Source: an optimization exercise on an open RTL-to-GDS flow (aim: small area). Production flows keep margins and buffers that such runs may drop. The RTL was checked by simulation tests, not by an equivalence proof against the original design. Power figures rest on the tool's default switching activity, not on a simulated workload.

==> build 36: inputs <==
## slv_reg
module slv_reg(
        input [31:0] reg0,   
        input [31:0] reg1,
        input [31:0] reg2,
        input [31:0] reg3,
        input [31:0] reg4,
        input [31:0] reg5,
        input [31:0] reg6,
        input [31:0] reg7,
        input [31:0] reg8,
        input [31:0] reg9,
        input [31:0] reg10,
        input sysclk,
        output tcclk_out,
        output sout
    );
==> module slv_reg, before the edit <==
module slv_reg(
        input [31:0] reg0,   
        input [31:0] reg1,
        input [31:0] reg2,
        input [31:0] reg3,
        input [31:0] reg4,
        input [31:0] reg5,
        input [31:0] reg6,
        input [31:0] reg7,
        input [31:0] reg8,
        input [31:0] reg9,
        input [31:0] reg10,
        input sysclk,
        output tcclk_out,
        output sout
    );
wire reset = reg0[1];
wire start = reg0[0];
reg [10:0] lfsr;
reg clk_out;
wire term = (lfsr[9:0] == 10'b0100000101);
always @(posedge sysclk)
begin
    if (reset | term)
        lfsr <= 11'd0;
    else
        lfsr <= {lfsr[9:0], ~(lfsr[10] ^ lfsr[1])};
    if (reset)
        clk_out <= 1'b0;
    else if (term)
        clk_out <= ~clk_out;
end
assign tcclk_out = clk_out & start;
reg tcclk_d;
always @(posedge sysclk)
    tcclk_d <= tcclk_out;
wire tick = tcclk_out & ~tcclk_d;
reg [4:0] bitcnt;
always @(posedge sysclk)
begin
    if (reset)
        bitcnt <= 5'd0;
    else if (tick)
        bitcnt <= bitcnt + 5'd1;
end
wire load_rise = tick & (bitcnt == 5'd31);
reg [3:0] wc;
always @(posedge sysclk)
begin
    if (reset)
        wc <= 4'd12;
    else if (load_rise)
        wc <= (wc == 4'd11) ? 4'd0 : (wc == 4'd12) ? 4'd1 : wc + 4'd1;
end
wire fresh = (wc == 4'd12);         
wire en_out = ~fresh & (wc != 4'd1);
wire cap = tick & (bitcnt == 5'd2) & ~fresh;
reg [31:0] word;
always @(*)
begin
    case (wc)
        4'd0, 4'd2:  word = reg2;
        4'd3:        word = reg3;
        4'd4:        word = reg4;
        4'd5:        word = reg5;
        4'd6:        word = reg6;
        4'd7:        word = reg7;
        4'd8:        word = reg8;
        4'd9:        word = reg9;
        4'd10:       word = reg10;
        default:     word = reg1;
    endcase
end
reg [61:0] sr;
always @(posedge sysclk)
begin
    if (cap)
        sr <= {word[0], word[1], word[2], word[3], word[4], word[5], word[6], word[7],
               word[8], word[9], word[10], word[11], word[12], word[13], word[14], word[15],
               word[16], word[17], word[18], word[19], word[20], word[21], word[22], word[23],
               word[24], word[25], word[26], word[27], word[28], word[29], word[30], word[31],
               sr[30:1]};
    else if (tick)
        sr <= {1'b0, sr[61:1]};
end
assign sout = sr[0] & start & en_out;
endmodule
==> flow/config.mk <==
export PLATFORM = sky130hd
export DESIGN_NAME = slv_reg
export DESIGN_NICKNAME = slv_reg
export VERILOG_FILES = /design/flow/design.v
export SDC_FILE = /design/flow/constraint.sdc
export NUM_CORES = 4
export LEC_CHECK = 0
export CAP_MARGIN = 20
export CORE_MARGIN = 2
export CORE_UTILIZATION = 40
export SLEW_MARGIN = 20
==> flow/constraint.sdc <==
create_clock -name core_clock -period 10.0 [get_ports {sysclk}]
set_input_delay 2.0000 -clock core_clock [delete_from_list [all_inputs] [get_ports {sysclk}]]
set_output_delay 2.0000 -clock core_clock [all_outputs]
set_load 0.01 [all_outputs]
standard.sh (not shown) runs the stock make flow with config.mk's settings and CLKGATE_MAP_FILE= SYNTH_SCRIPT=/design/flow/synth_recipe.tcl, a recipe that flattens the netlist after the stock synthesis.
==> flow/flow/run.sh <==
#!/bin/bash
# Standard ORFS layout, with the port buffers made from the smallest buffer
# cell and CTS without dummy loads. The full output goes to flow.log.
export BUFFER_PORTS_ARGS="-buffer_cell sky130_fd_sc_hd__buf_1"
export CTS_ARGS="-sink_clustering_enable -repair_clock_nets -dont_use_dummy_load"
bash standard.sh > flow.log 2>&1
==> build 46: changes against build 36 <==
--- a/flow/design.v
+++ b/flow/design.v
@@ -55,33 +55,36 @@
 wire fresh = (wc == 4'd12);         
 wire en_out = ~fresh & (wc != 4'd1);
 wire cap = tick & (bitcnt == 5'd2) & ~fresh;
-reg [31:0] word;
+wire [10:1] sel;
+assign sel[1]  = cap & ((wc == 4'd1) | (wc == 4'd11));
+assign sel[2]  = cap & ((wc == 4'd0) | (wc == 4'd2));
+assign sel[3]  = cap & (wc == 4'd3);
+assign sel[4]  = cap & (wc == 4'd4);
+assign sel[5]  = cap & (wc == 4'd5);
+assign sel[6]  = cap & (wc == 4'd6);
+assign sel[7]  = cap & (wc == 4'd7);
+assign sel[8]  = cap & (wc == 4'd8);
+assign sel[9]  = cap & (wc == 4'd9);
+assign sel[10] = cap & (wc == 4'd10);
+wire shift = tick & ~cap;
+wire hold = ~tick;
+reg [61:0] sr;
+wire [61:0] nx = {1'b0, sr[61:1]};
+reg [61:30] sr_d;
+integer i;
 always @(*)
 begin
-    case (wc)
-        4'd0, 4'd2:  word = reg2;
-        4'd3:        word = reg3;
-        4'd4:        word = reg4;
-        4'd5:        word = reg5;
-        4'd6:        word = reg6;
-        4'd7:        word = reg7;
-        4'd8:        word = reg8;
-        4'd9:        word = reg9;
-        4'd10:       word = reg10;
-        default:     word = reg1;
-    endcase
+    for (i = 0; i < 32; i = i + 1)
+        sr_d[30+i] = ((sel[1] & reg1[31-i]) | (sel[2] & reg2[31-i]) | (sel[3] & reg3[31-i]))
+                   | ((sel[4] & reg4[31-i]) | (sel[5] & reg5[31-i]) | (sel[6] & reg6[31-i]))
+                   | ((sel[7] & reg7[31-i]) | (sel[8] & reg8[31-i]) | (sel[9] & reg9[31-i]))
+                   | ((sel[10] & reg10[31-i]) | (shift & nx[30+i]) | (hold & sr[30+i]));
 end
-reg [61:0] sr;
 always @(posedge sysclk)
 begin
-    if (cap)
-        sr <= {word[0], word[1], word[2], word[3], word[4], word[5], word[6], word[7],
-               word[8], word[9], word[10], word[11], word[12], word[13], word[14], word[15],
-               word[16], word[17], word[18], word[19], word[20], word[21], word[22], word[23],
-               word[24], word[25], word[26], word[27], word[28], word[29], word[30], word[31],
-               sr[30:1]};
-    else if (tick)
-        sr <= {1'b0, sr[61:1]};
+    if (tick)
+        sr[29:0] <= sr[30:1];
+    sr[61:30] <= sr_d;
 end
 assign sout = sr[0] & start & en_out;
 endmodule
==> flow/flow/run.sh (replaced) <==
#!/bin/bash
# The standard ORFS layout (standard.sh) with three changes:
#  * synthesis maps logic with an area-oriented abc script (flow/synth.tcl);
#  * the port buffers use the smallest buffer cell, buf_1;
#  * CTS uses small clock buffers and no dummy loads.
# The full output of the flow goes to flow.log in the work folder.
set -euo pipefail
export FLOW_WORK=$PWD
export FLOW_ABC_SCRIPT=$PWD/flow/area.abc
export BUFFER_PORTS_ARGS="-buffer_cell sky130_fd_sc_hd__buf_1"
export CTS_ARGS="-sink_clustering_enable -repair_clock_nets -dont_use_dummy_load -buf_list {sky130_fd_sc_hd__clkbuf_2 sky130_fd_sc_hd__clkbuf_4 sky130_fd_sc_hd__clkbuf_8}"
bash standard.sh SYNTH_SCRIPT=$PWD/flow/synth.tcl finish > flow.log 2>&1
==> flow/flow/area.abc (new file) <==
&get -n
&st
&nf -R 1000
&put
==> flow/flow/synth.tcl (new file) <==
# The standard flow's synthesis (synth_recipe.tcl, unchanged) with one difference: abc maps
# the logic with flow/area.abc (structural hashing and area-oriented &nf
# mapping) instead of ORFS's delay-oriented script. Registers are mapped by
# dfflibmap before abc, exactly as in the standard synthesis.
proc abc {args} {
  set i [lsearch $args -script]
  if { $i >= 0 } {
    set args [lreplace $args [expr {$i + 1}] [expr {$i + 1}] $::env(FLOW_ABC_SCRIPT)]
  }
  yosys abc {*}$args
}
source $::env(FLOW_WORK)/synth_recipe.tcl
==> trial 79: changes against build 36 <==
==> flow/design.v (replaced) <==
module DFlipFlop_SyncReset(D,clk,en,sync_reset,Q);
input D;  
input clk;  
input en;  
input sync_reset;  
output reg Q;  
always @(posedge clk) 
begin
 if(sync_reset==1'b1)  
  Q <= 1'b0; 
 else if(en)
  Q <= D; 
end 
endmodule
module Clock_divider(reset,clock_in,clock_out
    );
input reset;
input clock_in;  
output reg clock_out;  
reg[27:0] counter;
parameter DIVISOR = 28'd1600;  
always @(posedge clock_in)
begin
  if(reset)
    begin
        clock_out   <= 1'b0;
        counter     <= 28'd0;
    end
  else if(counter>=(DIVISOR-1))
    begin
        counter     <= 28'd0;
        clock_out   <= ~clock_out;  
    end
  else
      counter <= counter + 28'd1;
end
endmodule
module parallel_in_serial_out ( din,clk_out ,en ,reset ,load ,dout);
output dout;  
wire dout;
input [31:0] din ;  
input clk_out ;  
input en ;  
input reset ;  
input load ;  
reg [31:0]temp;  
assign dout = temp[31];
always @ (posedge (clk_out)) begin
if (reset)
    temp <= 0;
else if (en) begin
    if (load)
        temp <= din;  
    else
        temp <= {temp[30:0],1'b0};  
end
end
endmodule
module slv_reg(
        input [31:0] reg0,  
        input [31:0] reg1, 
        input [31:0] reg2,
        input [31:0] reg3,
        input [31:0] reg4,
        input [31:0] reg5,
        input [31:0] reg6,
        input [31:0] reg7,
        input [31:0] reg8,
        input [31:0] reg9,
        input [31:0] reg10,
        input sysclk,  
        output tcclk_out,
        output sout
    );
    parameter   s1=4'd1,
                s2=4'd2,
                s3=4'd3,
                s4=4'd4,
                s5=4'd5,
                s6=4'd6,
                s7=4'd7,
                s8=4'd8,
                s9=4'd9,
                s10=4'd10;
    parameter TRUE = 1'b1,
              FALSE = 1'b0;
wire reset;
assign reset = reg0[1];
 reg load;    
 reg [31:0]temp;  
 reg [3:0]state;   
 reg [5:0] counter;  
 reg [3:0] load2; 
 wire clk_out;  
 assign tcclk_out = clk_out & reg0[0];  
 reg load3;  
 wire dout; 
 assign sout = dout & reg0[0] & load3;  
 reg tcclk_d;  
 always @(posedge sysclk)
 begin
     if(reset)
         tcclk_d <= 1'b0;
     else
         tcclk_d <= tcclk_out;
 end
 wire tick = tcclk_out & ~tcclk_d;  
 wire load_rise = tick & ~load & (counter > 30);  
Clock_divider dut(reset,sysclk,clk_out);  
always @(posedge sysclk)
begin    
    case(state)  
    s1:
        begin 
            temp <=reg1; 
        end
    s2:
        begin
        temp <= reg2;   
        end
    s3:
        begin
        temp <= reg3;      
        end
     s4:
        begin
        temp <= reg4;    
        end
     s5:
        begin
        temp <= reg5;   
        end
    s6:
        begin
        temp <= reg6;   
         end
   s7:
        begin
        temp <= reg7;   
        end
   s8:
        begin
        temp <= reg8;   
        end
   s9:
        begin
        temp <= reg9;  
        end
   s10:
        begin
        temp <= reg10;   
        end
   endcase
end
always @(posedge sysclk)  
begin
    if(reset)
        load2 <= 0;
    else if(!load_rise)
        load2 <= load2;
    else if(load2 > 10)
        load2 <= 0;
    else 
        load2 <= load2 +1;
end
always @(posedge sysclk)
begin
if(reset)
    begin
    counter <= 0;
    load <= FALSE;
    end
else if(!tick)
    begin
    counter <= counter;
    load <= load;
    end
else if(counter > 30)
   begin
    counter <= 0; 
    load<=TRUE; 
    end
else
begin
    counter <= counter +1;
    load <=FALSE;   
end
end
wire Q;
wire Q1;
reg [31:0] temp1;
DFlipFlop_SyncReset sut(load,sysclk,tick,reset,Q);  
DFlipFlop_SyncReset tut(Q,sysclk,tick,reset,Q1);
always @(posedge sysclk)
begin
    if(reset)
        temp1 <= 0;
    else if(tick & Q1)
        temp1 <= temp;  
end
 parallel_in_serial_out uut( temp1,sysclk ,tick ,reset ,load ,dout);
always @(posedge sysclk)
begin
        if(reset)
            begin
            state <= s1;
            load3 <= FALSE;
            end
        else if(!load_rise)
            begin
            state <= state;
            load3 <= load3;
            end
        else if(state > 9)
           begin
           state <= s1;        
            load3 <= TRUE;  
           end
       else if(load2 < 1)
       begin
            state <= s1;
            load3 <= FALSE;
        end
        else
        begin
            state <= state +1;
            load3 <= TRUE;
        end
end 
endmodule
==> flow/run.sh (new file) <==
#!/bin/bash
# synth_recipe.tcl (not shown) runs the flow's synth.tcl, then flattens the netlist and writes it again
# the make line also repeats each setting of config.mk as NAME=value (left out here)
make -C /OpenROAD-flow-scripts/flow DESIGN_CONFIG=/design/flow/config.mk WORK_HOME=/design/flow/orfs CLKGATE_MAP_FILE= SYNTH_SCRIPT=/design/flow/synth_recipe.tcl finish
removed: flow/flow/run.sh
removed: flow/standard.sh
==> comparison table <==
metric                                                                        trial 79                   build 46                    build 36
Run status                                                              finished clean             finished clean              finished clean
Fraction of standard cell area in multi-input logic                              0.339                      0.360                       0.440
Max FFs per register                                                                 -                         62                          62
Initial DRC count                                                                1,043                      1,144                         739
Share of Yosys cell area claimed by the top area cell type                       0.309                      0.317                       0.315
Routed vias                                                                      7,679                      5,350                       6,450
Fraction of power consumed by sequential logic                                   0.446                      0.589                       0.521
Post-placement cell count                                                        1,309                        799                       1,098
CTS Root Buffer Type                                        sky130_fd_sc_hd__clkbuf_16  sky130_fd_sc_hd__clkbuf_8  sky130_fd_sc_hd__clkbuf_16
Post-Synthesis Cell Area                                                     7270 um^2                  4010 um^2                   5920 um^2
WP depth                                                                             3                          4                           4
Largest net degree at the start of global routing                                   79                         41                          76
Clock buffers created by TritonCTS                                                  17                          9                           9
Multi-input comb cells                                                             587                        242                         491
Deepest level of the CTS H-tree                                                      4                          3                           3
Grt met3 use                                                                     0.113                      0.123                      0.0489
Number of instances in the synthesized netlist                                     796                        330                         649

==> re-timing with driven ports <==
No port has a modelled driver above. Below, the same layouts with a new extraction and two added sets of constraints.
Step 1 (the two cells are an assumption about what drives the block):
set clk [get_ports {sysclk}]
set_driving_cell -lib_cell sky130_fd_sc_hd__clkbuf_16 $clk
set_driving_cell -lib_cell sky130_fd_sc_hd__buf_2 [delete_from_list [all_inputs] $clk]
Step 2 moves the port delays by t, midway between the first and last clock arrival at a register: inputs arrive t later, outputs are due t later. That takes back most of the time a late clock gives input paths.
Slacks: no drivers / after step 1 / after step 2; pairs: no drivers / after step 1.
run | shift t [ns] | setup slack, ns | worst setup path after step 2 | latest minus earliest clock arrival (ns) | slew at the worst register clock pin (ns)
build 36 | 0.369 | 5.432 / 5.394 / 5.394 | input to output | 0.015 / 0.015 | 0.06 / 0.06
build 46 | 0.380 | 5.439 / 5.417 / 5.119 | input to register | 0.032 / 0.032 | 0.10 / 0.10
trial 79 | 0.442 | 4.790 / 4.762 / 4.762 | input to output | 0.010 / 0.009 | 0.06 / 0.06
After both steps every run listed still meets setup and hold. For build 46, which loses most, drivers alone change the setup slack by -0.022 ns; drivers and shift together by -0.320 ns.
